Context: an optimization exercise on an open-source flow, tuned for small area. The choices shown serve that exercise and are no tape-out recipe. Function was checked by simulation only, so behaviour that the tests miss may differ from the original. Power is estimated from default activity; no workload was simulated.

[design.v]
module mst_fifo_io (
  input wire HRST_N,
  input wire SRST_N,
  input wire MLTCN,  
  input wire STREN,  
  input wire ERDIS,  
  input wire [3:0] MST_RD_N,	 
  input wire [3:0] MST_WR_N,    
  input wire R_OOB,
  input wire W_OOB, 
  input wire CLK,
  input wire [31:0] DATA_I,
  input wire [3:0]  BE_I,
  output wire [31:0] DATA_O,
  output wire [3:0]  BE_O,
  output wire DT_OE_N,
  output wire BE_OE_N,
  input wire RXF_N,   	 
  input wire TXE_N,
  output wire WR_N,     
  output wire SIWU_N,
  output wire RD_N,
  output wire OE_N,
  output wire [3:0] debug_sig,
  output wire [3:0] seq_err, 
  input wire [31:0] tp_data,
  input wire [3:0]  tp_be,
  input wire tp_dt_oe_n,
  input wire tp_be_oe_n,
  input wire tp_siwu_n,
  input wire tp_wr_n,      
  input wire tp_rd_n,
  input wire tp_oe_n,
  input wire [3:0] tp_debug_sig,  
  input wire [3:0] tp_seq_err, 
  output wire [31:0] tc_data,
  output wire [3:0]  tc_be,
  output wire tc_rst_n,
  output wire tc_clk,
  output wire tc_txe_n,
  output wire tc_rxf_n,
  output wire tc_mltcn,
  output wire tc_stren,
  output wire tc_erdis,  
  output wire tc_r_oob,
  output wire tc_w_oob,  
  output wire [3:0] tc_mst_rd_n,
  output wire [3:0] tc_mst_wr_n
);
  assign tc_clk 	= CLK; 
  assign tc_data  	= DATA_I;
  assign tc_be  	= BE_I;
  assign DATA_O 	= tp_data;
  assign BE_O 		= tp_be;
  assign DT_OE_N	= tp_dt_oe_n;
  assign BE_OE_N	= tp_be_oe_n;
  assign tc_txe_n 	= TXE_N;
  assign tc_rxf_n 	= RXF_N;
  assign SIWU_N  	= tp_siwu_n;
  assign WR_N 		= tp_wr_n;
  assign RD_N    	= tp_rd_n;
  assign OE_N    	= tp_oe_n;
  assign tc_rst_n 		= SRST_N & HRST_N; 
  assign tc_mltcn		= MLTCN;
  assign tc_stren		= STREN;
  assign tc_erdis		= ERDIS;  
  assign tc_r_oob		= R_OOB; 
  assign tc_w_oob		= W_OOB; 
  assign tc_mst_rd_n		= MST_RD_N;
  assign tc_mst_wr_n		= MST_WR_N;
  assign debug_sig		= tp_debug_sig;	
  assign seq_err		= tp_seq_err;
endmodule 
module mst_fifo_fsm (
  input  rst_n,
  input  clk,
  input  txe_n,
  input  rxf_n,
  input  [31:0] idata,
  input  [3:0]  ibe,
  input  mltcn,
  input  stren,
  input  r_oob,
  input  w_oob,
  output  reg [31:0] odata,
  output  reg [3:0]  obe,
  output  reg dt_oe_n,
  output  reg be_oe_n,
  output  reg wr_n,
  output  reg rd_n,
  output  reg oe_n,
  output  rvalid_o,
  output  [1:0] chan,
  output  [31:0] chk_data,
  input	  [3:0] chk_err,
  input  [3:0] ififoafull,
  input  [3:0] ififonempt,
  output  ififowr,
  output  [35:0] ififo_wdat,
  output wire prefena,
  output wire prefreq,
  input [ 3:0]  prefnempt,
  input [35:0]  prefdout,     
  output [3:0]  rem_valid,
  output [3:0]  rem_we,
  output [35:0] rem_din
);
  localparam IDLE	= 2'd0;
  localparam MTRD	= 2'd1;
  localparam MDLE	= 2'd2;
  localparam MTWR	= 2'd3;
  reg [1:0] nxt_state, cur_stap1, cur_stap2, cur_stap3, cur_stap4;
  wire [1:0] cur_state;
  reg  mst_p1, mst_p2, mst_p3, mst_p4;
  wire [3:0] imst_rd_n;
  wire [3:0] imst_wr_n;
  wire       mst_wr_n_p4;
  wire [3:0] ibuf_ful;
  wire [3:0] ibuf_nep;
  reg  [1:0] ichannel;
  reg  [3:0]  rem_v;
  reg  [31:0] odata_p1;
  reg  [31:0] odata_p2;
  reg  [3:0]  obe_p1;
  reg  [3:0]  obe_p2;
  reg  rxf_n_p1;
  reg  rxf_n_p2;
  reg  txe_n_p1;
  reg  w_oob_p1;
  reg  w_oob_p2;
  reg  r_oob_p1;
  reg  r_oob_p2;
  reg  r_oob_p3;
  reg  w_1byte;
  reg  w_1flag;
  assign imst_rd_n = {4{mst_p2}};
  assign imst_wr_n = {4{mst_p2}};
  assign mst_wr_n_p4 = mst_p4;
  assign ibuf_ful  = ififoafull;
  assign ibuf_nep  = ififonempt | prefnempt | rem_v;
  reg [3:0] irxf_n;
  reg [3:0] itxe_n;
  always @ (posedge clk or negedge rst_n)
  begin
    if (~rst_n)
    begin
      irxf_n	<=	4'hf;
      itxe_n 	<=	4'hf;
    end
    else if (((cur_stap2 == IDLE) || (cur_stap2 == MDLE)) && (!txe_n) && wr_n)
      begin
        irxf_n    <= mltcn ? idata[15:12] : {3'b111,rxf_n};
        itxe_n    <= mltcn ? idata[11:8]  : {3'b111,txe_n};
      end
  end
  always @ (posedge clk or negedge rst_n)
  begin
    if (~rst_n)
      w_1byte <= 1'b0;
    else if (r_oob_p2 & (!r_oob_p3))
      w_1byte <= 1'b1;
    else if (w_1byte && (cur_stap1 == IDLE) && (cur_stap2 == MTWR))
      w_1byte <= 1'b0;
    else if (!r_oob_p2)
      w_1byte <= 1'b0;
  end
  always @ (posedge clk or negedge rst_n)
  begin
    if (~rst_n)
      w_1flag <= 1'b0;
    else if (!r_oob_p2)
      w_1flag <= 1'b0;
    else if (w_1byte & (cur_stap2 == MTWR))
      w_1flag <= 1'b1;
  end
  reg [3:0] ifsm_cond;
  wire r_oobe;
  assign r_oobe = r_oob_p2 | ((!mltcn) & (!wr_n) & (obe != 4'hF));
  always @ (posedge clk or negedge rst_n)
  begin
    if (~rst_n)
      ifsm_cond <= 4'h0;
    else if (!mltcn)
    begin
      ifsm_cond[0] <= (cur_stap1 == IDLE) & (!imst_rd_n[0]) & (!rxf_n)& (!ibuf_ful[0]);
      ifsm_cond[1] <= (cur_state == MTRD) & ( imst_rd_n[0]  | (rxf_n  & (!rxf_n_p1))  | ibuf_ful[0]) ;
      ifsm_cond[2] <= (cur_state == MDLE) & (!imst_wr_n[0]) & (!txe_n)& (ibuf_nep[0]  | stren | w_1byte) & (!w_1flag);
      ifsm_cond[3] <= (cur_stap3 == MTWR) & ( imst_wr_n[0]  | (txe_n  & (!txe_n_p1))  | r_oobe |
		                            ((!ififonempt[0]) & (!stren) & (!prefnempt[0]))) ;
    end
    else
    begin
      ifsm_cond[0] <= (!imst_rd_n[ichannel]) & (!irxf_n[ichannel])  & (!ibuf_ful[ichannel]) & (cur_stap3 == IDLE);
      ifsm_cond[1] <= ( imst_rd_n[ichannel]  | (rxf_n & (!rxf_n_p1))|   ibuf_ful[ichannel]) & (cur_state == MTRD);
      ifsm_cond[2] <= (!imst_wr_n[ichannel]) & (!itxe_n[ichannel])  & (ibuf_nep[ichannel] | stren) & (cur_stap3 == MDLE);
      ifsm_cond[3] <= ( imst_wr_n[ichannel]  | (rxf_n & (!rxf_n_p1))|
			((!ififonempt[ichannel]) & (!stren) & (!prefnempt[ichannel]))) & (cur_stap3 == MTWR);
    end
  end
  always @ (posedge clk, negedge rst_n)
  begin
    if (~rst_n) begin
      cur_stap1 <= IDLE;
      cur_stap2 <= IDLE;
      cur_stap3 <= IDLE;
      cur_stap4 <= IDLE;
    end
    else begin
      cur_stap1 <= cur_state;
      cur_stap2 <= cur_stap1;
      cur_stap3 <= cur_stap2;
      cur_stap4 <= cur_stap3;
    end
  end
  assign cur_state = nxt_state;
  always @ (posedge clk, negedge rst_n)
  begin
    if (~rst_n)
      nxt_state <= IDLE;
    else if (chk_err != 4'b0000)
      nxt_state <= MDLE;
    else
      case (cur_state)
        IDLE : nxt_state <= ifsm_cond[0] ? MTRD : (((cur_stap4 == IDLE) & (cur_stap3 == IDLE)  &
                                                 (cur_stap2 == IDLE) & (cur_stap1 == IDLE)) ? MDLE : IDLE);
        MTRD : nxt_state <= ifsm_cond[1] ? MDLE : MTRD;
        MDLE : nxt_state <= ifsm_cond[2] ? MTWR : (((cur_stap4 == MDLE) & (cur_stap3 == MDLE)  &
                                                 (cur_stap2 == MDLE) & (cur_stap1 == MDLE)) ? IDLE : MDLE);
        MTWR : nxt_state <= (ifsm_cond[3] | (r_oobe & (!wr_n))) ? IDLE : MTWR;
      endcase
  end
  always @ (posedge clk or negedge rst_n)
  begin
    if (~rst_n)
      ichannel <= 2'b00;
    else if (!mltcn)
      ichannel <= 2'b00;
    else if ((cur_stap1 == IDLE) & (cur_stap2 != IDLE))
      ichannel <= ichannel + 1'b1;
  end
reg  [31:0] rdata;
reg  [3:0] rbe;
reg  rvalid;
wire [31:0] wdata;
wire [3:0] wbe;
wire        remain_v = rem_v[ichannel];
  always @ (posedge clk or negedge rst_n)
  begin
    if (~rst_n)
    begin
      odata	<= 32'hFFFF_FFFF;
      obe	<=  4'hF;
    end
    else if ((cur_state == MTWR) || (cur_stap1 == MTWR))
      if (!mltcn)
      begin
        odata <= r_oobe ? 32'h0000_0036 : wdata[31:0];
        obe   <= r_oobe ? 4'h1          : wbe;
      end
      else
      begin
        if ((cur_stap1 != MTWR) | (cur_stap2 != MTWR))
        begin
          odata[31:16] <= 16'hffff;
          odata[15:8]  <= odata[15:8];
          odata[7:0]   <= {6'b000000,ichannel} + 1'b1;
          obe          <= 4'h1;
        end
        else
        begin
          odata <= wdata[31:0];
          obe   <= wbe;
        end
      end
    else if ((cur_state == MTRD) & mltcn)
      begin
        odata[31:16] <= 16'hffff;
        odata[15:8]  <= odata[15:8];
        odata[7:0]   <= {6'b000000,ichannel} + 1'b1;
        obe	     <= 4'h0;
      end
    else if ((cur_stap2 == IDLE) | (cur_stap2 == MDLE))
    begin
      odata	<= 32'hFFFF_FFFF;
      obe	<=  4'hF;
    end
  end
  always @ (posedge clk)
  begin
    rdata <= idata;
    rbe   <= ibe;
  end
  always @ (posedge clk or negedge rst_n)
  begin
    if (~rst_n)
      rvalid    <= 'b0;
    else if (cur_stap1 == MTRD)
    begin
      if (mltcn)
        rvalid	<= (rxf_n | wr_n) ? 1'b0 : 1'b1;
      else
        rvalid 	<= (rxf_n | rd_n) ? 1'b0 : (!w_oob_p2);
    end
    else
      rvalid    <= 'b0;
  end
  always @ (posedge clk or negedge rst_n)
  begin
    if (~rst_n)
    begin
      dt_oe_n	<= 'b1;
      be_oe_n 	<= 'b1;
      wr_n	<= 'b1;
      rd_n	<= 'b1;
      oe_n	<= 'b1;
    end
    else
    begin
      if ((cur_state == IDLE) || (cur_state == MDLE))
      begin
        dt_oe_n	<= mltcn;
        be_oe_n	<= 'b0;
        wr_n	<= 'b1;
        rd_n	<= 'b1;
        oe_n	<= 'b1;
      end
      else if (cur_state == MTRD)
        if (!mltcn)
        begin
          dt_oe_n 	<= 'b1;
          be_oe_n 	<= 'b1;
          wr_n		<= 'b1;
          rd_n		<= (rxf_n_p1 | oe_n) ? 1'b1 : 1'b0;
          oe_n		<=  rxf_n_p1         ? 1'b1 : 1'b0;
        end
        else
        begin
          be_oe_n 	<= !(cur_stap1 == IDLE);
          wr_n		<= (rxf_n_p1 & (!rxf_n_p2)) ? 1'b1 : ((cur_stap1 == IDLE)?  1'b0 : wr_n);
          rd_n		<= 1'b1;
          oe_n		<= 1'b1;
        end
      else if (cur_state == MTWR)
        if (!mltcn)
        begin
      	  dt_oe_n	<= 1'b0;
      	  be_oe_n 	<= 1'b0;
          if ((cur_stap3 == MTWR) && (cur_stap4 == MDLE))
            wr_n        <= 1'b0;
          else if (((!prefnempt[0]) & (!stren)) | r_oobe | txe_n)
	    wr_n 	<= 1'b1;
      	  rd_n		<= 'b1;
      	  oe_n		<= 'b1;
        end
        else
        begin
          dt_oe_n	<= wr_n;
          be_oe_n 	<= 1'b0;
          if (rxf_n_p1 & (!rxf_n_p2))
            wr_n	<= 1'b1;
          else if (cur_stap1 == MDLE)
            wr_n	<= 1'b0;
          else if ((!rxf_n_p1) & (((!stren) & (!prefnempt[ichannel])) | ifsm_cond[3]))
            wr_n	<= 1'b1;
          rd_n		<= 1'b1;
          oe_n		<= 1'b1;
        end
    end
  end
  wire readburst;
  reg  readburst_p1;
  wire rd245;
  wire rd600;
  wire rema600;
  assign rd245 = (!mltcn) && (!txe_n) && (prefnempt[0] | stren) && (!r_oobe) && (cur_stap3 == MTWR)
                          && (!rem_v[0]) && (!mst_wr_n_p4) && prefena;
  assign rd600 =   mltcn  && (!wr_n) && (prefnempt[ichannel] | stren) && (cur_stap3 == MTWR);
  assign rema600 = (!remain_v) & (cur_stap2 == MTWR) & (cur_stap3 != MTWR) & mltcn;
  assign readburst  = rd245 | rd600;
  wire rem_clr = ((cur_stap3 == MTWR) && (cur_stap4 == MDLE) && (!mltcn)) ||
                 ((cur_stap2 == MTWR) && (cur_stap3 == MDLE) && mltcn);
  wire rem_ld2 = (!wr_n & txe_n    & readburst_p1 & !mltcn)  |
                 ( wr_n & rxf_n_p1 & readburst_p1 & mltcn )  |
                 (!wr_n & rxf_n_p1 & readburst_p1 & mltcn );
  wire rem_ld1 = (!wr_n & !rxf_n_p1 & !readburst    & mltcn) |
                 ( wr_n & !rxf_n_p1 &  readburst_p1 & mltcn);
  integer k;
  always @ (posedge clk or negedge rst_n)
  begin
    if (~rst_n)
      rem_v <= 4'd0;
    else
      for (k = 0; k < 4; k = k + 1)
        if (ichannel == k)
        begin
          if (rem_clr)
            rem_v[k] <= 1'b0;
          else if (rem_ld2 | rem_ld1)
            rem_v[k] <= 1'b1;
        end
  end
  genvar g;
  generate
    for (g = 0; g < 4; g = g + 1)
    begin : g_rem_we
      assign rem_we[g] = !rem_clr & (rem_ld2 | rem_ld1) & (ichannel == g);
    end
  endgenerate
  assign rem_din   = rem_ld2 ? {obe_p2,odata_p2} : {obe,odata};
  assign rem_valid = rem_v;
  always @ (posedge clk or negedge rst_n)
  begin
    if (~rst_n)
    begin
      readburst_p1<= 1'b0;
      rxf_n_p1	  <= 1'b1;
      rxf_n_p2    <= 1'b1;
      txe_n_p1	  <= 1'b1;
      w_oob_p1    <= 1'b0;
      w_oob_p2    <= 1'b0;
      r_oob_p1    <= 1'b0;
      r_oob_p2    <= 1'b0;
      r_oob_p3    <= 1'b0;
      mst_p1      <= 1'b1;
      mst_p2      <= 1'b1;
      mst_p3      <= 1'b1;
      mst_p4      <= 1'b1;
    end
    else
    begin
      readburst_p1<= readburst;
      rxf_n_p1    <= rxf_n;
      rxf_n_p2    <= rxf_n_p1;
      txe_n_p1    <= txe_n;
      w_oob_p1    <= w_oob;
      w_oob_p2    <= w_oob_p1;
      r_oob_p1    <= r_oob;
      r_oob_p2    <= r_oob_p1;
      r_oob_p3    <= r_oob_p2;
      mst_p1      <= 1'b0;
      mst_p2      <= mst_p1;
      mst_p3      <= mst_p2;
      mst_p4      <= mst_p3;
    end
  end
  always @ (posedge clk)
  begin
    odata_p1    <= odata;
    odata_p2    <= odata_p1;
    obe_p1      <= obe;
    obe_p2      <= obe_p1;
  end
assign rvalid_o = rvalid;
assign chan     = ichannel;
assign chk_data = rdata;
assign prefena = (cur_state == MTWR);
assign prefreq = readburst | rema600;
assign wdata   = prefdout[31:0];
assign wbe     = prefdout[35:32];
assign ififowr  	= rvalid & (!stren);
assign ififo_wdat 	= {rbe,rdata};
endmodule
module mst_fifo_ctl #(
  parameter CAW = 3,           
  parameter AW  = CAW + 2      
  ) (
  input  clk,
  input  rst_n,
  input  mltcn,
  input  fiford,
  input  [1:0] fifordid,
  input  fifowr,
  input  [1:0] fifowrid,
  output reg [3:0] fifoafull,  
  output wire [3:0] fifonempt,  
  input  [35:0] fifo_din,
  output wire [35:0] fifo_dout,
  output  wire mem_we,           
  output  wire [AW-1:0] mem_a,     
  output  wire [35:0] mem_d,	 
  input   wire [35:0] mem_q	 
  );
wire mem_re;
reg [AW-1:0] wrcnt0;
reg [CAW-1:0] wrcnt1;
reg [CAW-1:0] wrcnt2;
reg [CAW-1:0] wrcnt3;
reg [AW:0] fifolen0;
reg [CAW:0] fifolen1;
reg [CAW:0] fifolen2;
reg [CAW:0] fifolen3;
reg [AW-1:0] wrsel;
reg [AW-1:0] lensel;
always @ (*)
  begin
  case (fifowrid)
    2'b00: begin wrsel = wrcnt0;                 lensel = fifolen0[AW-1:0];         end
    2'b01: begin wrsel = {{(AW-CAW){1'b0}}, wrcnt1}; lensel = {{(AW-CAW-1){1'b0}}, fifolen1}; end
    2'b10: begin wrsel = {{(AW-CAW){1'b0}}, wrcnt2}; lensel = {{(AW-CAW-1){1'b0}}, fifolen2}; end
    2'b11: begin wrsel = {{(AW-CAW){1'b0}}, wrcnt3}; lensel = {{(AW-CAW-1){1'b0}}, fifolen3}; end
  endcase
  end
wire [AW-1:0] rdsel = wrsel - lensel;
wire [AW-1:0] mem_wa;
assign      mem_wa = mltcn ? {fifowrid,wrsel[CAW-1:0]} : wrsel;
wire [AW-1:0] mem_ra;
assign      mem_ra = mltcn ? {fifordid,rdsel[CAW-1:0]} : rdsel;
assign mem_a = mem_we ? mem_wa : mem_ra;
assign mem_d = fifo_din;
assign fifo_dout = mem_q;
always @(posedge clk or negedge rst_n)
  begin
  if(!rst_n)
    wrcnt0 <= {AW{1'b0}};
  else if (mem_we & (fifowrid == 2'b00))
    wrcnt0 <= wrcnt0 + 1'b1;
  end
always @(posedge clk or negedge rst_n)
  begin
  if(!rst_n)
    wrcnt1 <= {CAW{1'b0}};
  else if (mem_we & (fifowrid == 2'b01))
    wrcnt1 <= wrcnt1 + 1'b1;
  end
always @(posedge clk or negedge rst_n)
  begin
  if(!rst_n)
    wrcnt2 <= {CAW{1'b0}};
  else if (mem_we & (fifowrid == 2'b10))
    wrcnt2 <= wrcnt2 + 1'b1;
  end
always @(posedge clk or negedge rst_n)
  begin
  if(!rst_n)
    wrcnt3 <= {CAW{1'b0}};
  else if (mem_we & (fifowrid == 2'b11))
    wrcnt3 <= wrcnt3 + 1'b1;
  end
wire [3:0] fifofull;
wire full;
assign full  =   fifofull[fifowrid];
wire notempty;
assign notempty    =   fifonempt[fifordid];
assign mem_we      =   fifowr & (!full);
assign mem_re      =   fiford & (notempty);
assign fifonempt[0] = |fifolen0;
assign fifonempt[1] = |fifolen1;
assign fifonempt[2] = |fifolen2;
assign fifonempt[3] = |fifolen3;
assign fifofull[0] = mltcn ? fifolen0[CAW] : fifolen0[AW];
assign fifofull[1] = mltcn ? fifolen1[CAW] : 1'b0;
assign fifofull[2] = mltcn ? fifolen2[CAW] : 1'b0;
assign fifofull[3] = mltcn ? fifolen3[CAW] : 1'b0;
always @ (posedge clk or negedge rst_n)
  begin
    if (!rst_n)
      fifolen0 <= {(AW+1){1'b0}};
    else if (mem_we & (fifowrid == 2'b00))
      fifolen0 <= fifolen0 + 1'b1;
    else if (mem_re & (fifordid == 2'b00))
      fifolen0 <= fifolen0 - 1'b1;
  end
always @ (posedge clk or negedge rst_n)
  begin
    if (!rst_n)
      fifolen1 <= {(CAW+1){1'b0}};
    else if (mem_we & (fifowrid == 2'b01))
      fifolen1 <= fifolen1 + 1'b1;
    else if (mem_re & (fifordid == 2'b01))
      fifolen1 <= fifolen1 - 1'b1;
  end
always @ (posedge clk or negedge rst_n)
  begin
    if (!rst_n)
      fifolen2 <= {(CAW+1){1'b0}};
    else if (mem_we & (fifowrid == 2'b10))
      fifolen2 <= fifolen2 + 1'b1;
    else if (mem_re & (fifordid == 2'b10))
      fifolen2 <= fifolen2 - 1'b1;
  end
always @ (posedge clk or negedge rst_n)
  begin
    if (!rst_n)
      fifolen3 <= {(CAW+1){1'b0}};
    else if (mem_we & (fifowrid == 2'b11))
      fifolen3 <= fifolen3 + 1'b1;
    else if (mem_re & (fifordid == 2'b11))
      fifolen3 <= fifolen3 - 1'b1;
  end
always @ (posedge clk or negedge rst_n)
  begin
    if (!rst_n)
      fifoafull <= 4'h0;
    else if (mltcn)
      begin
      fifoafull[0] <= (fifolen0 >= (1 << CAW) - 5);
      fifoafull[1] <= (fifolen1 >= (1 << CAW) - 5);
      fifoafull[2] <= (fifolen2 >= (1 << CAW) - 5);
      fifoafull[3] <= (fifolen3 >= (1 << CAW) - 5);
      end
    else
      begin
      fifoafull[0] <= (fifolen0 >= (1 << AW) - 5);
      fifoafull[1] <= 1'b0;
      fifoafull[2] <= 1'b0;
      fifoafull[3] <= 1'b0;
      end
  end
endmodule
module mst_sp_ram #(
  parameter AW = 5,
  parameter DW = 36
  ) (
  input  wire [AW-1:0] address,
  input  wire          clock,
  input  wire [DW-1:0] data,
  input  wire          wren,
  output wire [DW-1:0] q,
  input  wire          stren,
  input  wire [1:0]    chan,
  input  wire          gen_we,
  input  wire          gen_sel,    
  input  wire [31:0]   gen_src,
  input  wire          chk_we,
  output wire [31:0]   hi_q
);
  reg [DW-1:0] mem [0:(1<<AW)-1];
  reg [AW-1:0] addr_r;
  wire [3:0]    wa    = stren ? {2'b00, chan} : address[3:0];
  wire          we_lo = stren ? gen_we : (wren & !address[4]);
  wire          we_hi = stren ? chk_we : (wren &  address[4]);
  wire [31:0]   base  = gen_sel ? gen_src : data[31:0];
  wire [DW-1:0] d_w   = {data[DW-1:32], base + {31'd0, stren}};
  integer r;
  always @(posedge clock)
  begin
    for (r = 0; r < 16; r = r + 1)
    begin
      if (we_lo && (wa == r))
        mem[r] <= d_w;
      if (we_hi && (wa == r))
        mem[r+16] <= d_w;
    end
    addr_r <= address;
  end
  wire [3:0]    ra   = stren ? {2'b00, chan} : addr_r[3:0];
  wire [DW-1:0] lo_w = mem[{1'b0, ra}];
  wire [DW-1:0] hi_w = mem[{1'b1, ra}];
  assign q    = (addr_r[4] & !stren) ? hi_w : lo_w;
  assign hi_q = hi_w[31:0];
endmodule
module mst_data_gen (
  input rst_n,
  input clk,
  input req,               
  input [1:0] chan,
  output vld_c             
);
  reg [3:0] vld;
  assign vld_c   = vld[chan];
  always @ (posedge clk or negedge rst_n)
  begin
    if (!rst_n)
      vld <= 4'h0;
    else if (req)
      vld[chan] <= 1'b1;
  end
endmodule
module mst_data_chk (
  input  rst_n,
  input  clk,
  input  erdis,
  input  vld,               
  input  [1:0] chan,
  input  [31:0] rdata,
  input  [31:0] row,        
  output upd,               
  output wire [3:0] seq_err
);
  reg [3:0] cvld;
  reg [3:0] cmp_err;
  wire [31:0] cmp_val = row & {32{cvld[chan]}};
  wire        go      = vld & !cmp_err[chan] & !erdis;
  wire        match   = (rdata == cmp_val);
  assign upd     = go & match;
  assign seq_err = cmp_err & {4{!erdis}};
  always @ (posedge clk or negedge rst_n)
  begin
    if (!rst_n)
    begin
      cvld    <= 4'h0;
      cmp_err <= 4'h0;
    end
    else if (go)
    begin
      if (match)
        cvld[chan] <= 1'b1;
      else
        cmp_err[chan] <= 1'b1;
    end
  end
endmodule
module mst_pre_fet
    (
     input clk,
     input rst_n,
     input rxf_n,
     input mltcn,
     input wr_n,
     input prefena,             
     input prefreq,             
     input prefmod,             
     input [1:0] prefchn,       
     output [3:0] prefnempt,    
     output [35:0] prefdout,    
     output ififord,            
     input [3:0] ifnempt,       
     input [35:0] prefdin,      
     output genreq,             
     input [3:0]  rem_v,        
     input [3:0]  rem_we,       
     input [35:0] rem_din
     );
reg     [35:0]  pref_dat [15:0];
reg     [2:0]   pref_len [3:0];
reg     [1:0]   wrcnt    [3:0];
reg     [3:0]   wrapped;
wire [2:0] len_c   = pref_len[prefchn];
wire [1:0] wrcnt_c = wrcnt[prefchn];
assign  prefnempt[0]    =   (pref_len[0] != 3'd0);
assign  prefnempt[1]    =   (pref_len[1] != 3'd0);
assign  prefnempt[2]    =   (pref_len[2] != 3'd0);
assign  prefnempt[3]    =   (pref_len[3] != 3'd0);
wire    nempt_c  = (len_c != 3'd0);
wire    full_c   = len_c[2];
reg     datareq_p1;
wire    write;
assign  write       =   (datareq_p1 & !full_c);
reg wr_n_p1;
always @(posedge clk or negedge rst_n)
begin
  if (~rst_n)
    wr_n_p1	<= 1'b0;
  else
    wr_n_p1 <= wr_n;
end
reg wr_start;
always @(posedge clk or negedge rst_n)
begin
  if (~rst_n)
    wr_start <= 1'b0;
  else if (!wr_n && wr_n_p1)
    wr_start <= 1'b1;
  else
    wr_start <= 1'b0;
end
wire    rd245;
wire    rd600;
assign  rd245       =   prefreq & nempt_c;
assign  rd600       =   (!rxf_n | (wr_start & prefreq)) & nempt_c;
wire    rd          =   mltcn ? rd600 : rd245;
always @(posedge clk)
begin
  if (write)
    pref_dat[{prefchn, wrcnt_c}] <= prefdin;
end
integer i;
always @(posedge clk or negedge rst_n)
begin
  if(!rst_n)
  begin
    for (i = 0; i < 4; i = i + 1)
    begin
      wrcnt[i]    <= 2'b00;
      pref_len[i] <= 3'b000;
    end
    wrapped <= 4'h0;
  end
  else
  begin
    if (write)
    begin
      wrcnt[prefchn] <= wrcnt_c + 1'b1;
      if (wrcnt_c == 2'b11)
        wrapped[prefchn] <= 1'b1;
    end
    case ({rd, write})
      2'b01:   pref_len[prefchn] <= len_c + 1'b1;
      2'b10:   pref_len[prefchn] <= len_c - 1'b1;
      default: ;
    endcase
  end
end
wire [1:0] rdcnt_c = wrcnt_c - len_c[1:0];
wire [3:0] rsel = {prefchn, rdcnt_c};
reg [35:0] rem_d [3:0];
integer j;
always @(posedge clk)
begin
  for (j = 0; j < 4; j = j + 1)
    if (rem_we[j])
      rem_d[j] <= rem_din;
end
wire gate = (wrapped[prefchn] | nempt_c) & !rem_v[prefchn];
reg [35:0] pd_or;
integer k;
always @(*) begin
  pd_or = 36'd0;
  for (k = 0; k < 16; k = k + 1)
    pd_or = pd_or | (pref_dat[k] & {36{(rsel == k) & gate}});
  for (k = 0; k < 4; k = k + 1)
    pd_or = pd_or | (rem_d[k] & {36{(prefchn == k) & rem_v[k]}});
end
assign prefdout = pd_or;
wire prenotful_c = (len_c < 3'd3);
wire datareq;
assign datareq = prefena && prenotful_c && (ifnempt[prefchn] | prefmod) ;
assign ififord = datareq && (!prefmod);
always @(posedge clk or negedge rst_n)
begin
  if(!rst_n)
    datareq_p1 <= 1'b0;
  else
    datareq_p1 <= datareq;
end
assign genreq = datareq & prefmod;
endmodule
module mst_fifo_top (
  input wire HRST_N,
  input wire MLTCN,  
  input wire STREN,  
  input wire ERDIS,  
  input wire R_OOB,
  input wire W_OOB,  
  input wire WAKEUP_N, 
  input wire CLK,
  input wire [31:0] DATA_I,   
  input wire [3:0]  BE_I,
  output wire [31:0] DATA_O,  
  output wire [3:0]  BE_O,
  output wire DT_OE_N,        
  output wire BE_OE_N,        
  input wire RXF_N,     
  input wire TXE_N,
  output wire WR_N,     
  output wire SIWU_N,
  output wire RD_N,
  output wire OE_N,
  output wire [3:0] debug_sig,
  output wire [3:0] STRER
);
  assign debug_sig[0]   = WAKEUP_N; 
  assign debug_sig[3:1] = 3'b101;
  wire [31:0] tp_data;
  wire [3:0]  tp_be;
  wire tp_dt_oe_n;
  wire tp_be_oe_n;
  wire tp_siwu_n;
  wire tp_wr_n;      
  wire tp_rd_n;
  wire tp_oe_n;
  wire [3:0] tp_debug_sig;
  wire [3:0] tp_seq_err;
  wire [31:0] tc_data;
  wire [3:0]  tc_be;
  wire tc_rst_n;
  wire tc_clk;
  wire tc_txe_n;
  wire tc_rxf_n;
  wire tc_mltcn;
  wire tc_stren;
  wire tc_bus16;
  wire tc_erdis;
  wire tc_r_oob;
  wire tc_w_oob;
  wire [3:0] tc_mst_rd_n;
  wire [3:0] tc_mst_wr_n; 
  mst_fifo_io i0_io (
    .HRST_N	(HRST_N),
    .SRST_N	(1'b1),
    .MLTCN	(MLTCN), 
    .STREN	(STREN), 
    .ERDIS	(ERDIS), 
    .MST_RD_N	(4'h0),   
    .MST_WR_N	(4'h0), 
    .R_OOB	(R_OOB), 
    .W_OOB	(W_OOB), 
    .CLK		(CLK),
    .DATA_I	(DATA_I),
    .BE_I	(BE_I),
    .DATA_O	(DATA_O),
    .BE_O	(BE_O),
    .DT_OE_N	(DT_OE_N),
    .BE_OE_N	(BE_OE_N),
    .RXF_N	(RXF_N),   
    .TXE_N	(TXE_N),
    .WR_N	(WR_N),
    .SIWU_N	(SIWU_N),
    .RD_N	(RD_N),
    .OE_N	(OE_N),
    .debug_sig	(),  
    .seq_err	(STRER),
    .tp_data	(tp_data),
    .tp_be	(tp_be),
    .tp_dt_oe_n	(tp_dt_oe_n),
    .tp_be_oe_n	(tp_be_oe_n),
    .tp_siwu_n	(tp_siwu_n),
    .tp_wr_n	(tp_wr_n),   
    .tp_rd_n	(tp_rd_n),
    .tp_oe_n	(tp_oe_n),
    .tp_debug_sig(tp_debug_sig),
    .tp_seq_err	(tp_seq_err),
    .tc_data	(tc_data),
    .tc_be	(tc_be),
    .tc_rst_n	(tc_rst_n),
    .tc_clk	(tc_clk),
    .tc_txe_n	(tc_txe_n),
    .tc_rxf_n	(tc_rxf_n),
    .tc_mltcn	(tc_mltcn),
    .tc_stren	(tc_stren),
    .tc_erdis	(tc_erdis),
    .tc_r_oob	(tc_r_oob),
    .tc_w_oob	(tc_w_oob),
    .tc_mst_rd_n(tc_mst_rd_n),
    .tc_mst_wr_n(tc_mst_wr_n) 
  );
  wire rvalid;
  wire [1:0] chan;
  wire [31:0] chk_data;
  wire ififord;
  wire ififowr;
  wire [3:0] ififoafull;
  wire [3:0] ififonempt;
  wire [35:0] ififo_wdat;
  wire [35:0] ififo_rdat;
  wire prefena;
  wire prefreq;
  wire[ 3:0]  prefnempt;
  wire[35:0]  prefdout;
  wire[35:0]  prefdin;
  wire        genreq;
  wire [3:0]  rem_valid;
  wire [3:0]  rem_we;
  wire [35:0] rem_din;
  mst_fifo_fsm i1_fsm (
    .rst_n	(tc_rst_n),
    .clk		(tc_clk),
    .txe_n	(tc_txe_n),
    .rxf_n	(tc_rxf_n),
    .idata	(tc_data),
    .ibe		(tc_be),
    .mltcn	(tc_mltcn),
    .stren	(tc_stren),
    .r_oob	(tc_r_oob),
    .w_oob	(tc_w_oob),
    .odata	(tp_data),
    .obe		(tp_be),
    .dt_oe_n(tp_dt_oe_n),
    .be_oe_n(tp_be_oe_n),
    .wr_n	(tp_wr_n),
    .rd_n	(tp_rd_n),
    .oe_n	(tp_oe_n),
    .rvalid_o	(rvalid),
    .chan	(chan),
    .chk_data	(chk_data),
    .chk_err	(tp_seq_err),
    .ififoafull	(ififoafull),
    .ififonempt	(ififonempt),
    .ififowr	(ififowr),
    .ififo_wdat	(ififo_wdat),
    .prefena   (prefena),
    .prefreq   (prefreq),
    .prefnempt (prefnempt),
    .prefdout  (prefdout),
    .rem_valid (rem_valid),
    .rem_we    (rem_we),
    .rem_din   (rem_din)
  );
  assign tp_siwu_n    = 1'b1;
  assign tp_debug_sig = 4'b1010;
   mst_pre_fet i2_pref (
    .clk      (tc_clk),
    .rst_n    (tc_rst_n),
    .rxf_n    (tc_rxf_n),
    .mltcn    (tc_mltcn),
    .wr_n     (tp_wr_n),
    .prefena  (prefena),
    .prefreq  (prefreq),
    .prefmod  (tc_stren),
    .prefchn  (chan),
    .prefnempt(prefnempt),
    .prefdout (prefdout),
    .ififord  (ififord),
    .ifnempt  (ififonempt),
    .prefdin  (prefdin),
    .genreq   (genreq),
    .rem_v    (rem_valid),
    .rem_we   (rem_we),
    .rem_din  (rem_din)
     );
  wire chk_rst_n;
  assign chk_rst_n = (!tc_w_oob) & tc_rst_n;
  wire chk_upd;
  wire [31:0] chk_row;
  mst_data_chk i3_chk(
    .rst_n	(chk_rst_n),
    .clk	(tc_clk),
    .erdis 	(tc_erdis),
    .vld	(rvalid & tc_stren),
    .chan	(chan),
    .rdata	(chk_data),
    .row	(chk_row),
    .upd	(chk_upd),
    .seq_err	(tp_seq_err)
  );
  wire gen_rst_n;
  assign gen_rst_n = (!tc_r_oob) & tc_rst_n;
  wire        gen_vld;
  mst_data_gen i4_gen(
    .rst_n	(gen_rst_n),
    .clk	(tc_clk),
    .req	(genreq),
    .chan	(chan),
    .vld_c	(gen_vld)
  );
  assign prefdin = {ififo_rdat[35:32] | {4{tc_stren}},
                    ififo_rdat[31:0]  | {32{tc_stren & !gen_vld}}};
  wire mem_w;
  wire [4:0] mem_a;
  wire [35:0] mem_d;
  wire [35:0] mem_q;
  mst_fifo_ctl i5_ctl(
    .clk	(tc_clk),
    .rst_n	(tc_rst_n),
    .mltcn	(tc_mltcn),
    .fiford	(ififord),
    .fifordid	(chan),
    .fifowr	(ififowr),
    .fifowrid	(chan),
    .fifoafull	(ififoafull),
    .fifonempt	(ififonempt),
    .fifo_din	(ififo_wdat),
    .fifo_dout	(ififo_rdat),
    .mem_we	(mem_w),
    .mem_a	(mem_a),
    .mem_d	(mem_d),
    .mem_q	(mem_q)
    );
  mst_sp_ram i6_ram (
    .address	(mem_a),
    .clock	(tc_clk),
    .data	(mem_d),
    .wren	(mem_w),
    .q		(mem_q),
    .stren	(tc_stren),
    .chan	(chan),
    .gen_we	(genreq),
    .gen_sel	(tc_stren & !rvalid),
    .gen_src	(prefdin[31:0]),
    .chk_we	(chk_upd),
    .hi_q	(chk_row)
  );
endmodule 
[flow/run.sh]
#!/bin/bash
# Layout flow: the standard flow (standard.sh) with these changes.
#  - Synthesis is the standard flow's own script (synth_recipe.tcl) with an area-oriented
#    ABC mapping script (flow/area.abc) in place of ORFS's speed script.
#    Everything else, and every register, is as in the standard synthesis.
#  - Clock tree synthesis uses clkbuf_8 cells in clusters of up to 16 sinks
#    and 55 um, and inserts no dummy loads.
#  - Every input and output port still gets its buffer, a buf_1.
# Each tool's full output goes to a log file in this folder.
set -euo pipefail
W=$(pwd)
cat > "$W/own_synth.tcl" <<EOT
proc abc {args} {
  set i [lsearch -exact \$args -script]
  if {\$i >= 0} { set args [lreplace \$args [expr {\$i+1}] [expr {\$i+1}] $W/flow/area.abc] }
  puts "own_synth: abc \$args"
  yosys abc {*}\$args
}
source $W/synth_recipe.tcl
EOT
CTS="-sink_clustering_enable -repair_clock_nets -buf_list sky130_fd_sc_hd__clkbuf_8 -sink_clustering_size 16 -sink_clustering_max_diameter 55 -dont_use_dummy_load"
bash "$W/standard.sh" "SYNTH_SCRIPT=$W/own_synth.tcl" "CTS_ARGS=$CTS" "BUFFER_PORTS_ARGS=-buffer_cell sky130_fd_sc_hd__buf_1" finish > "$W/standard_flow.log" 2>&1
# keep the tools' own logs beside this flow's log
cp -r "$W/orfs/logs" "$W/orfs_logs" 2>/dev/null || true
[flow/area.abc]
strash
&get -n
&fraig -x
&put
scorr
dc2
strash
dc2
strash
&get -n
&dch -f
&nf -R 1000
&put
&get -n
&dch -f
&nf -R 1000
&put
&get -n
&dch -f
&nf -R 1000
&put
[standard.sh]
#!/bin/bash
# synth_recipe.tcl (not shown) runs the flow's synth.tcl, then flattens the netlist and writes it again
# the make line also repeats each setting of config.mk as NAME=value (left out here)
make -C /OpenROAD-flow-scripts/flow DESIGN_CONFIG=/design/flow/config.mk WORK_HOME=/design/flow/orfs CLKGATE_MAP_FILE= SYNTH_SCRIPT=/design/flow/synth_recipe.tcl "${@:-finish}"
[config.mk]
export PLATFORM = sky130hd
export DESIGN_NAME = mst_fifo_top
export DESIGN_NICKNAME = mst_fifo_top
export VERILOG_FILES = /design/flow/design.v
export SDC_FILE = /design/flow/constraint.sdc
export NUM_CORES = 4
export LEC_CHECK = 0
export CAP_MARGIN = 20
export CORE_MARGIN = 2
export CORE_UTILIZATION = 65
export SLEW_MARGIN = 20
[constraint.sdc]
create_clock -name core_clock -period 10.0 [get_ports {CLK}]
set_input_delay 2.0000 -clock core_clock [delete_from_list [all_inputs] [get_ports {CLK}]]
set_output_delay 2.0000 -clock core_clock [all_outputs]
set_load 0.01 [all_outputs]
==> results.txt, run 1 <==
The worst-case register-to-register setup slack came out at ~2.2 ns. The number of buffers inserted by hold repair at cts came out at 0. The per-cell routed wire length is a little under 40 um. The total clock sinks came out at 2145. The share of total power dissipated in the clock network is 0.181. The number of synthesized flops with an enable pin came out at 1872. The library cells used most frequently in the layout, excluding fill and tap cells, are sky130_fd_sc_hd__edfxtp_1 (1872), sky130_fd_sc_hd__a222oi_1 (435), sky130_fd_sc_hd__nand2_1 (244), sky130_fd_sc_hd__buf_4 (237), sky130_fd_sc_hd__clkbuf_8 (162). For this block, the routed nets add up to approximately 240000 um of wire.

After synthesis, the mean cell area works out to approximately 18 sq um. For this design the static power due to leakage is roughly 0.027 uW. For the worst-skew pair, the clock arrives at the later sink with an insertion delay of 0.96 ns.

The adder and majority cell fraction of the synthesized area is 0.007139. The post-detailed-route via-to-cell ratio came out at around 7.6. The post-CTS clock slew at the launch and capture registers of the worst setup and hold paths is 0.10 ns. The headroom to the max-slew limit is 0.2220. In the post-synthesis netlist, the biggest area contributors are sky130_fd_sc_hd__edfxtp_1 (73%), sky130_fd_sc_hd__a222oi_1 (5.6%), sky130_fd_sc_hd__dfrtp_1 (3.4%). The shortest clock period the worst path allows after layout came out at around 8.5 ns. The startpoint type of the worst setup path is a primary input. The via count of the first global-routing pass was between 40000 and 50000.

The final max-slew violation count came out at 0. The share of total power dissipated in sequential elements is 0.527. The net count reported at finish came out at between 4000 and 5000. The number of setup violations in the final report is 0. The area occupied by multi-input gates is 0.01511 sq mm.

Entering global routing, the biggest net connects between 70 and 80 pins. The post-route standard cell area excluding fillers came out at between 0.08 and 0.09 sq mm. The required time at the worst-slack endpoint came out at between 10 and 15 ns. The final RePlAce weighted congestion is 0.9393. The length in cells of the worst reg-to-reg path is 26. The number of buffers added by the clock tree synthesis step is roughly 160.

The number of cells after detailed placement came out at between 6000 and 7000. The worst ir drop on vdd is between 0.2 and 0.25 mV. The endpoint class of the critical path is a flop. The library cell used most frequently in the layout, excluding fill and tap cells, is sky130_fd_sc_hd__edfxtp_1. By area, the combinational part of the netlist is dominated by compound AO/OA/AOI/OAI gates. The portion of synthesized cell area occupied by the leading cell type came out at 0.7289. After detailed routing, the number of remaining DRC violations is 0.

At the pin with the least slew margin, the transition time is approximately 1.2 ns. The share of layout cells above drive strength 1 is 0.1289. The data arrival time at the worst-slack endpoint came out at 9.09 ns. The depth of the CTS H-tree is 4. The total area of sequential cells came out at about 0.063 sq mm. The first detailed-routing pass ran for 10 iterations.

The critical path is of the in -> reg type. The capture point of the worst reg-to-reg path is i6_ram.mem[24][31]. The die outline area is 0.1214 sq mm. The combined area of all synthesized cells is roughly 0.077 sq mm. Counting flops with an async set or reset pin after synthesis yields a share of 0.07459.

For this run, the leading register cell type out of synthesis is sky130_fd_sc_hd__edfxtp_1. Of the total power, the share spent switching nets is 0.3377. The number of cells upsized or downsized after cts came out at 0. Of the total power, combinational logic draws 0.292. The initial utilization of the core area, before any placement, comes to 0.6540. The total number of vias is around 47000. The post-layout total power came out at roughly 22000 uW. Cell internal power was estimated by the tool at 14730 uW.

The placeable core area came out at roughly 0.12 sq mm. The largest total area in the synthesized netlist belongs to sky130_fd_sc_hd__edfxtp_1. The floorplan has ~130 rows.

The XOR/XNOR share of the synthesized area came out at 0.008632. Compared with the post-synthesis result, the final layout area differs by 9.584%. The filler cell count came out at 7425. The area of placed instances is 0.08223 sq mm.

The number of DRC markers in iteration 0 came out at between 9000 and 10000. Buffers placed on the I/O ports in this run total 89. The compound-cell area share of the yosys netlist came out at 0.1104. The maximum clock skew at final layout is roughly 0.092 ns. The wire length of the first global-routing pass came out at approximately 340000 um. The post-synthesis cell type count is between 50 and 60.

Dividing the final minimum period by the clock period gives 0.8470. The total track usage is 0.4000. The number of antenna violations at the first check in global routing is 13. The buffer depth of the longest clock path came out at 3.

The number of setup buffers added after CTS is 0. Measured along the x axis, the die boundary spans about 350 um. The count of pins on the block boundary is 96.

The peak fanout along the critical path is 32. The number of nets still failing antenna checks after routing is 0. The simple-gate portion of the synthesized area is 0.04702.

The count of placed standard cells in the final layout, fillers left out came out at roughly 6200. The worst register-to-register path begins at i1_fsm.ichannel[0]. TritonCTS built the clock tree.

The sum of negative setup slack came out at 0 ns. The root buffer cell chosen for the clock tree is sky130_fd_sc_hd__clkbuf_8. Derived from the worst setup path, the maximum achievable clock frequency is ~0.12 GHz. The overall die height is about 350 um.

The worst hold path begins at i1_fsm.odata_p1[5]. The areal power density over the cells is approximately 260 mW/mm^2. The flow ran to the end and the layout has no timing, DRC or antenna violations. The final global-route overflow total is 0. For hold timing, the worst endpoint is i1_fsm.odata_p2[5]. The final hold violation count came out at 0. The min-delay analysis places its worst path in the category reg -> reg.

The mux contribution to synthesized area is 0.01279. Setup repair after global routing left no endpoint under its margin. The part of the Yosys area used for sequential elements is 0.8111.

The count of maximum capacitance violations is 0. Counting flops and latches in the post-synthesis netlist gives around 2100. The switching power is about 7500 uW. The gate count of the mapped netlist came out at 4179. Detailed placement ended at an HPWL of about 140000 um. The cell depth of the worst min-delay path is 0. The total of warnings raised by yosys came out at 10.
==> metrics by stage <==
step	hold WS (ns)	worst slack, ns	util
after floorplan	0.3096	0.007875	-
after global placement	0.3098	0.8755	0.6965
after detailed placement	0.3121	1.009	0.6973
after CTS	0.3245	1.971	0.7162
after global routing	0.3267	1.303	0.7165
final	0.3236	1.530	0.7166
==> logic make-up (layout without fill, tap and decap cells) <==
| family | Yosys count | count (layout) |
|---|---|---|
| AO/OA/AOI/OAI | 1015 | 1015 |
| XOR/XNOR | 76 | 76 |
| adder cells (fa/ha/maj) | 41 | 41 |
| buffers and inverters | 52 | 554 |
| flip-flops | 2145 | 2145 |
| multiplexers | 82 | 82 |
| other | 2 | 10 |
| AND/OR/NAND/NOR | 766 | 766 |
==> worst max-delay path by stage <==
stage | from | endpoint
2_1_floorplan | STREN | i6_ram.mem[21][0]
3_3_place_gp | STREN | i6_ram.mem[11][27]
3_5_place_dp | STREN | i6_ram.mem[1][30]
4_1_cts | STREN | i6_ram.mem[4][30]
5_1_grt | STREN | i6_ram.mem[4][30]
6_report | STREN | i6_ram.mem[24][31]
==> layout make-up <==
| cell class | count | area share |
|---|---|---|
| clock buffers | 162 | 0.02638 |
| flip-flops and latches | 2145 | 0.7402 |
| diodes | 5 | 0.0001481 |
| inverters | 47 | 0.002088 |
| multi-input cells | 1985 | 0.1788 |
| repair buffers | 345 | 0.02967 |
| well taps | 1536 | 0.02274 |
==> critical path, stage by stage <==
cell and delay, ns:
sky130_fd_sc_hd__clkbuf_2 0.22, sky130_fd_sc_hd__o21ai_0 0.81, sky130_fd_sc_hd__nand2b_1 0.45, sky130_fd_sc_hd__nor2_4 0.72
sky130_fd_sc_hd__buf_4 0.40, sky130_fd_sc_hd__a21oi_1 0.11, sky130_fd_sc_hd__nand4_1 0.15, sky130_fd_sc_hd__a211o_1 0.24
sky130_fd_sc_hd__nand2_1 0.12, sky130_fd_sc_hd__a21bo_1 0.23, sky130_fd_sc_hd__or2_0 0.27, sky130_fd_sc_hd__nor3b_1 0.31
sky130_fd_sc_hd__nand3b_1 0.24, sky130_fd_sc_hd__nor3_1 0.28, sky130_fd_sc_hd__nand2_1 0.18, sky130_fd_sc_hd__or3_1 0.41
sky130_fd_sc_hd__nor3b_1 0.30, sky130_fd_sc_hd__nand3_1 0.17, sky130_fd_sc_hd__nor3_1 0.17, sky130_fd_sc_hd__buf_4 0.15
sky130_fd_sc_hd__nand3_1 0.20, sky130_fd_sc_hd__nor2_1 0.22, sky130_fd_sc_hd__nand4_1 0.22, sky130_fd_sc_hd__xor2_1 0.22
sky130_fd_sc_hd__buf_4 0.25
==> Yosys cell counts (4+ instances only) <==
| library cell | number |
|---|---|
| sky130_fd_sc_hd__dfstp_2 | 56 |
| sky130_fd_sc_hd__edfxtp_1 | 1872 |
| sky130_fd_sc_hd__mux2_1 | 62 |
| sky130_fd_sc_hd__a221oi_1 | 111 |
| sky130_fd_sc_hd__a211o_1 | 4 |
| sky130_fd_sc_hd__buf_4 | 5 |
| sky130_fd_sc_hd__and2_0 | 27 |
| sky130_fd_sc_hd__a31oi_1 | 29 |
| sky130_fd_sc_hd__fa_1 | 5 |
| sky130_fd_sc_hd__and4_1 | 20 |
| sky130_fd_sc_hd__a22oi_1 | 138 |
| sky130_fd_sc_hd__nand3_1 | 119 |
| sky130_fd_sc_hd__a22o_1 | 10 |
| sky130_fd_sc_hd__nand4_1 | 56 |
| sky130_fd_sc_hd__o21bai_1 | 4 |
| sky130_fd_sc_hd__a21o_1 | 29 |
| sky130_fd_sc_hd__ha_1 | 36 |
| sky130_fd_sc_hd__nand2b_1 | 12 |
| sky130_fd_sc_hd__a221o_1 | 8 |
| sky130_fd_sc_hd__or3_1 | 4 |
| sky130_fd_sc_hd__nand2_1 | 246 |
| sky130_fd_sc_hd__xor2_1 | 28 |
| sky130_fd_sc_hd__a21oi_1 | 82 |
| sky130_fd_sc_hd__a222oi_1 | 435 |
| sky130_fd_sc_hd__mux2i_1 | 13 |
| sky130_fd_sc_hd__and3_1 | 22 |
| sky130_fd_sc_hd__nor2b_1 | 20 |
| sky130_fd_sc_hd__a2111oi_0 | 7 |
| sky130_fd_sc_hd__or2_0 | 7 |
| sky130_fd_sc_hd__mux4_2 | 7 |
| sky130_fd_sc_hd__nor4_1 | 11 |
| sky130_fd_sc_hd__o22ai_1 | 13 |
| sky130_fd_sc_hd__o21ai_0 | 73 |
| sky130_fd_sc_hd__xnor2_1 | 48 |
| sky130_fd_sc_hd__nor3_1 | 30 |
| sky130_fd_sc_hd__o22a_1 | 41 |
| sky130_fd_sc_hd__o21a_1 | 10 |
| sky130_fd_sc_hd__nor2_1 | 175 |
| sky130_fd_sc_hd__dfxtp_1 | 113 |
| sky130_fd_sc_hd__clkinv_1 | 47 |
| sky130_fd_sc_hd__dfrtp_1 | 104 |
| sky130_fd_sc_hd__nor3b_1 | 11 |
| sky130_fd_sc_hd__a211oi_1 | 9 |
==> flip-flops by register name, indices dropped and copies added (netlist names), 5 cells and up <==
register and count:
i6_ram.addr_r 5, i1_fsm.odata_p2 32, i1_fsm.rdata 32, i5_ctl.fifolen0 6, i2_pref.pref_dat 576, i2_pref.pref_len 12, i1_fsm.odata_p1 32, i6_ram.mem 1152
i1_fsm.odata 32, i2_pref.rem_d 144, i2_pref.wrcnt 8, i5_ctl.wrcnt0 5
==> layer usage <==
layer,wire [um],global-route usage
met2,111400,0.6230
met3,34410,0.09140
met4,12100,0.1708
met1,83910,0.5529
met5,81,0
==> power by group through the flow <==
stage	Combinational [uW]	Clock, uW	Sequential, uW
2_1_floorplan	3310	0	11800
3_3_place_gp	6230	0	11900
3_5_place_dp	6310	0	11900
4_1_cts	6330	4050	11700
5_1_grt	6800	4350	11800
6_report	6500	4030	11700
==> inputs of run 2 (changes only) <==
--- a/config.mk
+++ b/config.mk
@@ -8,4 +8,5 @@
 export CAP_MARGIN = 20
 export CORE_MARGIN = 2
-export CORE_UTILIZATION = 65
+export CORE_UTILIZATION = 75
+export PLACE_DENSITY = 0.85
 export SLEW_MARGIN = 20
==> run 2 against run 1 <==
  * Still clean on timing, DRC and antenna
  * Combinational power down 1%
  * Via count up 3.0%
  * Sequential share of layout area up 0.52 points
  * Core utilization up 11 points
  * Final cell count down 3.6%
  * Register-to-register slack worse by 0.10 ns
  * Largest power group unchanged
==> results.txt, run 2 <==
The part of the Yosys area used for sequential elements came to 0.8111 (unchanged). The peak fanout along the critical path is 32 (unchanged). The die outline area came out at 0.1054 sq mm (was 0.1214 sq mm). The worst-case register-to-register setup slack came out at 2.11 ns (was 2.21 ns). The post-layout total power came out at 22120 uW (was 22240 uW). Leading post-synthesis cells by instance count: sky130_fd_sc_hd__edfxtp_1 (1872), sky130_fd_sc_hd__a222oi_1 (435), sky130_fd_sc_hd__nand2_1 (246) (unchanged). The class of the worst hold path is reg -> reg (unchanged).

The sequential group share of total power is 0.531 (was 0.527). The number of setup buffers added after CTS was 0 (unchanged). The count of pins on the block boundary came out at 96 (unchanged). The count of port buffers added during placement came to 89 (unchanged). The overall die height came out at 324.7 um (was 348.4 um). The total area of sequential cells came to 0.06255 sq mm (about the same).

The filler cell count came out at 4702 (was 7425). The clock latency of the later-clocked register in the worst-skew pair is 0.91 ns (was 0.96 ns). The count of maximum capacitance violations came out at 0 (unchanged). The switching power came out at 7472 uW (was 7512 uW). The per-cell routed wire length came out at 39.16 um (was 38.86 um). The floorplan row count is 117 (was 126). The number of nets still failing antenna checks after routing came to 0 (unchanged). The gate count of the mapped netlist came out at 4179 (unchanged). The sum of negative setup slack is 0 ns (unchanged). Top library cells by usage in the layout, fill and taps aside: sky130_fd_sc_hd__edfxtp_1 (1872), sky130_fd_sc_hd__a222oi_1 (435), sky130_fd_sc_hd__nand2_1 (244), sky130_fd_sc_hd__buf_4 (185), sky130_fd_sc_hd__clkbuf_8 (160) (was sky130_fd_sc_hd__edfxtp_1 (1872), sky130_fd_sc_hd__a222oi_1 (435), sky130_fd_sc_hd__nand2_1 (244), sky130_fd_sc_hd__buf_4 (237), sky130_fd_sc_hd__clkbuf_8 (162)). The final max-slew violation count was 0 (unchanged). The static leakage came out at 0.02665 uW (was 0.02692 uW). The clock root buffer is sky130_fd_sc_hd__clkbuf_8 (unchanged).

The required time at the worst-slack endpoint is 10.55 ns (was 10.62 ns). The maximum number of pins on one net before global-route repair came out at 56 (was 75). The dominant cell type by area after synthesis is sky130_fd_sc_hd__edfxtp_1 (unchanged).

The number of buffers added by the clock tree synthesis step is 160 (was 162). The critical hold path startpoint was i1_fsm.odata_p1[0] (was i1_fsm.odata_p1[5]). The area growth from synthesis to layout came out at 8.818% (was 9.584%). The effective utilization at floorplan came out at 0.7569 (was 0.6540). The post-route standard cell area excluding fillers was 0.08392 sq mm (was 0.08451 sq mm).

The post-synthesis cell type count is 58 (unchanged). The area occupied by multi-input gates is 0.01513 sq mm (was 0.01511 sq mm). The depth of the CTS H-tree was 4 (unchanged). The buffer depth of the longest clock path is 3 (unchanged). The total number of vias was 48710 (was 47300).

The combined area of all synthesized cells is 0.07712 sq mm (unchanged). The leading register cell type out of synthesis is sky130_fd_sc_hd__edfxtp_1 (unchanged). The final RePlAce weighted congestion is 1.000 (was 0.9393).

Largest registers: i6_ram.mem: 1152 flops, i2_pref.pref_dat: 576 flops, i2_pref.rem_d: 144 flops (unchanged). The final hold violation count was 0 (unchanged). The register ranked first by flip-flop count is i6_ram.mem (unchanged). The length in cells of the worst reg-to-reg path is 26 (unchanged). The transition at the pin with the smallest max-transition slack is 1.221 ns (was 1.167 ns). The startpoint type of the worst setup path was a primary input (unchanged).

The worst flop-to-flop path startpoint is i1_fsm.ichannel[0] (unchanged). The part of the total power dissipated in the clock network is 0.179 (was 0.181). The end point of the worst hold path is i1_fsm.odata_p2[0] (was i1_fsm.odata_p2[5]).

The CTS tree is built (unchanged). The number of synthesized flops with an enable pin came to 1872 (unchanged). The net count reported at finish is 4720 (was 4773). The areal power density over the cells is 263.6 mW/mm^2 (was 263.2 mW/mm^2). The portion of synthesized cell area occupied by the leading cell type was 0.7289 (unchanged). The post-synthesis register bit count came to 2145 (unchanged). The total of warnings raised by yosys came out at 10 (unchanged). The DRC violation count after routing came out at 0 (unchanged). The half-perimeter wire length of the detailed placement result was 134100 um (was 142200 um). The area of placed instances is 0.08161 sq mm (was 0.08223 sq mm). The headroom to the max-slew limit is 0.1843 (was 0.2220). The post-CTS clock slew at the launch and capture registers of the worst setup and hold paths came to 0.09 ns (was 0.10 ns).

The width of the die came out at 324.7 um (was 348.4 um). Result of the run: timing/DRC/antenna clean (unchanged). The placeable core area is 0.1019 sq mm (was 0.1179 sq mm).

The most frequent standard cell in the layout excluding fill and tap cells was sky130_fd_sc_hd__edfxtp_1 (unchanged). The worst ir drop on vdd is 0.2772 mV (was 0.2063 mV). The number of cells upsized or downsized after cts is 0 (unchanged). The internal power contribution came to 14650 uW (was 14730 uW). The endpoint class of the critical path was a flop (unchanged). The number of flip-flops in the largest register came out at 1152 (unchanged). The number of DRC markers in iteration 0 is 11970 (was 9570).

The number of antenna violations at the first check in global routing came to 3 (was 13). The cell depth of the worst min-delay path is 0 (unchanged). The shortest clock period the worst path allows after layout was 8.630 ns (was 8.470 ns). Setup repair after global routing missed its margin: no (unchanged). The average instance area after synthesis came out at 18.45 sq um (unchanged).

The post-detailed-route via-to-cell ratio came out at 8.116 (was 7.598). The wire length after detailed routing is 235100 um (was 241900 um). The post-route core utilization was 0.8236 (was 0.7166). The startpoint-to-endpoint class of the critical path was in -> reg (unchanged). The wire length of the first global-routing pass was 332900 um (was 336700 um).

The number of setup violations in the final report came out at 0 (unchanged). The top achievable clock speed is 0.1159 GHz (was 0.1181 GHz). The total clock sinks is 2145 (unchanged). The share of the clock period used by the worst path after layout was 0.8630 (was 0.8470). The total track usage came out at 0.4487 (was 0.4000). Top cells by area, synth: sky130_fd_sc_hd__edfxtp_1 (73%), sky130_fd_sc_hd__a222oi_1 (5.6%), sky130_fd_sc_hd__dfrtp_1 (3.4%) (unchanged).

The final global-route overflow total came out at 0 (unchanged). The share of layout cells above drive strength 1 is 0.1185 (was 0.1289). The data arrival time at the worst-slack endpoint is 9.18 ns (was 9.09 ns).

The combinational share of power came to 0.290 (was 0.292). The capture point of the worst reg-to-reg path was i6_ram.mem[6][30] (was i6_ram.mem[24][31]). The maximum clock skew at final layout was 0.08104 ns (was 0.09185 ns). The number of buffers inserted by hold repair at cts is 0 (unchanged).

The length of the first detailed-routing pass in iterations came out at 11 (was 10). The post-synthesis async set-or-reset flop share came out at 0.07459 (unchanged). The most repeated cell in the gate-level netlist after synthesis is sky130_fd_sc_hd__edfxtp_1 (unchanged). The via count of the first global-routing pass came out at 48190 (was 44760). The switching part of the total is 0.3377 (about the same).
-- run 2: per-stage QoR --
stage	std cells	hold slack (ns)	setup WS, ns
2_1_floorplan	4182	0.3096	0.007875
3_3_place_gp	5831	0.3097	0.8593
3_5_place_dp	5837	0.3121	0.4997
4_1_cts	5997	0.3164	1.340
5_1_grt	6000	0.3298	0.8777
6_report	6002	0.3220	1.370
-- run 2: power groups by stage --
stage,clock network [uW],registers [uW],logic [uW]
floorplan,0,11800,3310
global placement,0,11900,5800
detailed placement,0,11900,6050
CTS,3930,11700,6110
global route,4220,11800,6620
finish,3970,11700,6410
-- run 2: worst max-delay path, cell delays in order --
cell	delay (ns)
sky130_fd_sc_hd__clkbuf_2	0.24
sky130_fd_sc_hd__o21ai_0	0.58
sky130_fd_sc_hd__nand2b_1	0.40
sky130_fd_sc_hd__nor2_4	0.56
sky130_fd_sc_hd__a222oi_1	0.17
sky130_fd_sc_hd__nand4_1	0.14
sky130_fd_sc_hd__a211o_1	0.14
sky130_fd_sc_hd__o22a_1	0.18
sky130_fd_sc_hd__mux2_1	0.16
sky130_fd_sc_hd__ha_1	0.28
sky130_fd_sc_hd__ha_1	0.26
sky130_fd_sc_hd__nand2_1	0.09
sky130_fd_sc_hd__nor3_1	0.34
sky130_fd_sc_hd__nand3_1	0.26
sky130_fd_sc_hd__nor4_1	0.50
sky130_fd_sc_hd__nand3_1	0.24
sky130_fd_sc_hd__nor2_1	0.15
sky130_fd_sc_hd__nand2_1	0.09
sky130_fd_sc_hd__nor2_1	0.13
sky130_fd_sc_hd__nand2_1	0.12
sky130_fd_sc_hd__or3_1	0.47
sky130_fd_sc_hd__nor3b_1	0.25
sky130_fd_sc_hd__buf_4	0.16
sky130_fd_sc_hd__nand2_1	0.05
sky130_fd_sc_hd__nor2_1	0.25
sky130_fd_sc_hd__nand3_1	0.24
sky130_fd_sc_hd__xnor2_4	0.69
-- run 2: cell families (layout without fill, tap and decap cells) --
logic type      after synthesis  in the layout  synth area share
other cells                   2              8        0.00009739
flops                      2145           2145            0.8111
fa+ha+maj                    41             41          0.007139
xor+xnor                     76             76          0.008632
mux                          82             82           0.01279
compound gates             1015           1015            0.1104
buf+inv                      52            501          0.002775
simple gates                766            766           0.04702
-- run 2: cell type report --
class	instances	area share
Sequential cell	2145	0.7454
Multi-Input combinational cell	1985	0.1803
Clock buffer	160	0.02624
Timing Repair Buffer	294	0.02544
Tap cell	1368	0.02040
Inverter	47	0.002102
Antenna cell	3	0.00008946
-- run 2: worst max-delay path by stage --
stage | from | endpoint | cells past startpoint
2_1_floorplan | STREN | i6_ram.mem[21][0] | 17
3_3_place_gp | STREN | i6_ram.mem[27][30] | 27
3_5_place_dp | STREN | i6_ram.mem[25][30] | 27
4_1_cts | STREN | i6_ram.mem[6][30] | 27
5_1_grt | STREN | i6_ram.mem[6][30] | 27
6_report | STREN | i6_ram.mem[6][30] | 27
-- run 2: routing by layer --
| layer | share of wire | vias up | global-route usage |
|---|---|---|---|
| li1 | - | 18670 | - |
| met1 | 0.29 | 22910 | 0.5774 |
| met2 | 0.44 | 5742 | 0.6674 |
| met3 | 0.18 | 1386 | 0.1504 |
| met4 | 0.085 | 2 | 0.2866 |
| met5 | 0.000055 | - | 0 |
==> inputs of run 3 (changes only) <==
--- a/config.mk
+++ b/config.mk
@@ -8,5 +8,5 @@
 export CAP_MARGIN = 20
 export CORE_MARGIN = 2
-export CORE_UTILIZATION = 75
-export PLACE_DENSITY = 0.85
+export CORE_UTILIZATION = 82
+export PLACE_DENSITY = 0.9
 export SLEW_MARGIN = 20
==> run 3 against run 2 <==
  * Clock power about the same
  * Worst setup slack worse by 0.74 ns
  * Die area down 8.4%
  * Worst hold slack better by 0.0016 ns
  * Clock-buffer cell count down 4
  * Routed wire length up 6.8%
  * Total power up 2.1%
  * Critical endpoint is now i6_ram.mem[21][31]
  * Largest cell class unchanged
  * Largest power group unchanged
==> results.txt, run 3 <==
Result of the run: timing/DRC/antenna clean (unchanged). The average instance area after synthesis came out at 18.45 sq um (unchanged). The placeable core area came out at 0.09333 sq mm (was 0.1019 sq mm). The total of warnings raised by yosys came to 10 (unchanged). The buffer depth of the longest clock path was 3 (unchanged).

The shortest clock period the worst path allows after layout came out at 9.369 ns (was 8.630 ns). Top cells by area, synth: sky130_fd_sc_hd__edfxtp_1 (73%), sky130_fd_sc_hd__a222oi_1 (5.6%), sky130_fd_sc_hd__dfrtp_1 (3.4%) (unchanged). The filler cell count is 3197 (was 4702).

The width of the die came out at 310.7 um (was 324.7 um). The number of buffers added by the clock tree synthesis step is 156 (was 160). The headroom to the max-slew limit came out at 0.1435 (was 0.1843). The number of buffers inserted by hold repair at cts is 0 (unchanged). The most frequent standard cell in the layout excluding fill and tap cells is sky130_fd_sc_hd__edfxtp_1 (unchanged).

The part of the Yosys area used for sequential elements came out at 0.8111 (unchanged). The post-synthesis register bit count is 2145 (unchanged). The count of port buffers added during placement is 89 (unchanged).

The number of cells upsized or downsized after cts was 0 (unchanged). The post-synthesis async set-or-reset flop share is 0.07459 (unchanged). The number of DRC markers in iteration 0 was 15250 (was 11970). The total track usage was 0.5223 (was 0.4487).

Setup repair after global routing missed its margin: no (unchanged). The startpoint type of the worst setup path is a primary input (unchanged). The gate count of the mapped netlist came out at 4179 (unchanged). The worst-case setup margin in the final layout was 0.6312 ns (was 1.370 ns).

The number of antenna violations at the first check in global routing is 8 (was 3). The number of flip-flops in the largest register is 1152 (unchanged). The die outline area is 0.09651 sq mm (was 0.1054 sq mm). The final hold violation count came out at 0 (unchanged). Top library cells by usage in the layout, fill and taps aside: sky130_fd_sc_hd__edfxtp_1 (1872), sky130_fd_sc_hd__a222oi_1 (435), sky130_fd_sc_hd__nand2_1 (245), sky130_fd_sc_hd__buf_4 (184), sky130_fd_sc_hd__clkbuf_8 (156) (was sky130_fd_sc_hd__edfxtp_1 (1872), sky130_fd_sc_hd__a222oi_1 (435), sky130_fd_sc_hd__nand2_1 (244), sky130_fd_sc_hd__buf_4 (185), sky130_fd_sc_hd__clkbuf_8 (160)).

Largest registers: i6_ram.mem: 1152 flops, i2_pref.pref_dat: 576 flops, i2_pref.rem_d: 144 flops (unchanged). The net count reported at finish came out at 4716 (was 4720). The post-detailed-route via-to-cell ratio is 8.730 (was 8.116).

The maximum clock skew at final layout came to 0.1005 ns (was 0.08104 ns). The area growth from synthesis to layout is 8.476% (was 8.818%).
-- run 3: cell counts after synthesis --
Identical to the previous run, type by type.
-- run 3: cells by family (layout without fill, tap and decap cells) --
| group | count (synthesis) | in the layout | share of synthesized area |
|---|---|---|---|
| DFF | 2145 | 2145 | 0.8111 |
| AOI/OAI and AO/OA | 1015 | 1015 | 0.1104 |
| and+or+nand+nor | 766 | 766 | 0.04702 |
| muxes | 82 | 82 | 0.01279 |
| xor gates and xnor gates | 76 | 76 | 0.008632 |
| buffers and inverters | 52 | 497 | 0.002775 |
| adders and majority gates | 41 | 41 | 0.007139 |
| other | 2 | 8 | 0.00009739 |
-- run 3: path summary, 6_finish.rpt --
check | from | to | slack [ns] | depth (start not counted)
worst max-delay path | STREN | i6_ram.mem[21][31] | 0.63 | 25
worst min-delay path | i1_fsm.odata_p1[30] | i1_fsm.odata_p2[30] | 0.32 | 0
worst max register to register | i1_fsm.ichannel[0] | i6_ram.mem[21][31] | 1.19 | 27
worst min register to register | i1_fsm.odata_p1[30] | i1_fsm.odata_p2[30] | 0.32 | 0
max in group asynchronous | HRST_N | i2_pref.wrcnt[2][1] | 6.74 | 3
min in group asynchronous | HRST_N | i1_fsm.r_oob_p2 | 1.20 | 1
-- run 3: worst max-delay path: stages --
cell and delay (ns):
sky130_fd_sc_hd__clkbuf_2 0.28, sky130_fd_sc_hd__o21ai_0 0.53, sky130_fd_sc_hd__nand2_1 0.37, sky130_fd_sc_hd__nor2_4 0.70, sky130_fd_sc_hd__a222oi_1 0.26, sky130_fd_sc_hd__nand3_1 0.22
sky130_fd_sc_hd__a21oi_1 0.09, sky130_fd_sc_hd__nand4_1 0.17, sky130_fd_sc_hd__o22a_1 0.24, sky130_fd_sc_hd__mux2_1 0.36, sky130_fd_sc_hd__nand3_1 0.23, sky130_fd_sc_hd__or2_0 0.29
sky130_fd_sc_hd__nor3b_1 0.43, sky130_fd_sc_hd__nand3b_1 0.27, sky130_fd_sc_hd__nor3_1 0.44, sky130_fd_sc_hd__nand2_1 0.16, sky130_fd_sc_hd__or3_1 0.41, sky130_fd_sc_hd__nor3b_1 0.65
sky130_fd_sc_hd__nand3_1 0.23, sky130_fd_sc_hd__nor3_1 0.42, sky130_fd_sc_hd__nand3_1 0.20, sky130_fd_sc_hd__nor2_1 0.23, sky130_fd_sc_hd__nand4_1 0.28, sky130_fd_sc_hd__xor2_1 0.24
sky130_fd_sc_hd__buf_4 0.24
-- run 3: layer usage --
layer / GRT usage / part of all wire / vias up
li1: - / - / 18660
met1: 0.6336 / 0.27 / 23470
met2: 0.7568 / 0.43 / 7150
met3: 0.2263 / 0.20 / 2083
met4: 0.3789 / 0.10 / 10
met5: 0.01482 / 0.00053 / -
-- run 3: power by group --
group / total (uW) / switching [uW] / leakage (uW) / internal [uW]
clock: 3990 / 2590 / 0.00112 / 1400
combinational: 6820 / 5010 / 0.00582 / 1810
sequential: 11800 / 346 / 0.0197 / 11400
total: 22600 / 7950 / 0.0266 / 14600
-- run 3: per-stage QoR --
stage                     std cells  total power, uW  instance area (sq um)  hold slack [ns]
after floorplan                4182            15160                  77140           0.3096
after global placement         5722            17700                  81390           0.3098
after detailed placement       5724            18110                  81430           0.3121
after CTS                      5880            21990                  83580           0.3205
after global routing           5883            22850                  83650           0.3342
final                          5884            22590                  83650           0.3236
-- run 3: final cells by class --
type,count,area (sq um),area share
clock buffer,156,2147,0.02567
multi-input combinational,1985,15070,0.1801
inverter,47,176.4,0.002109
sequential,2145,62550,0.7478
timing repair buffer,294,2132,0.02549
antenna,3,7.507,0.00008974
tap,1254,1569,0.01876
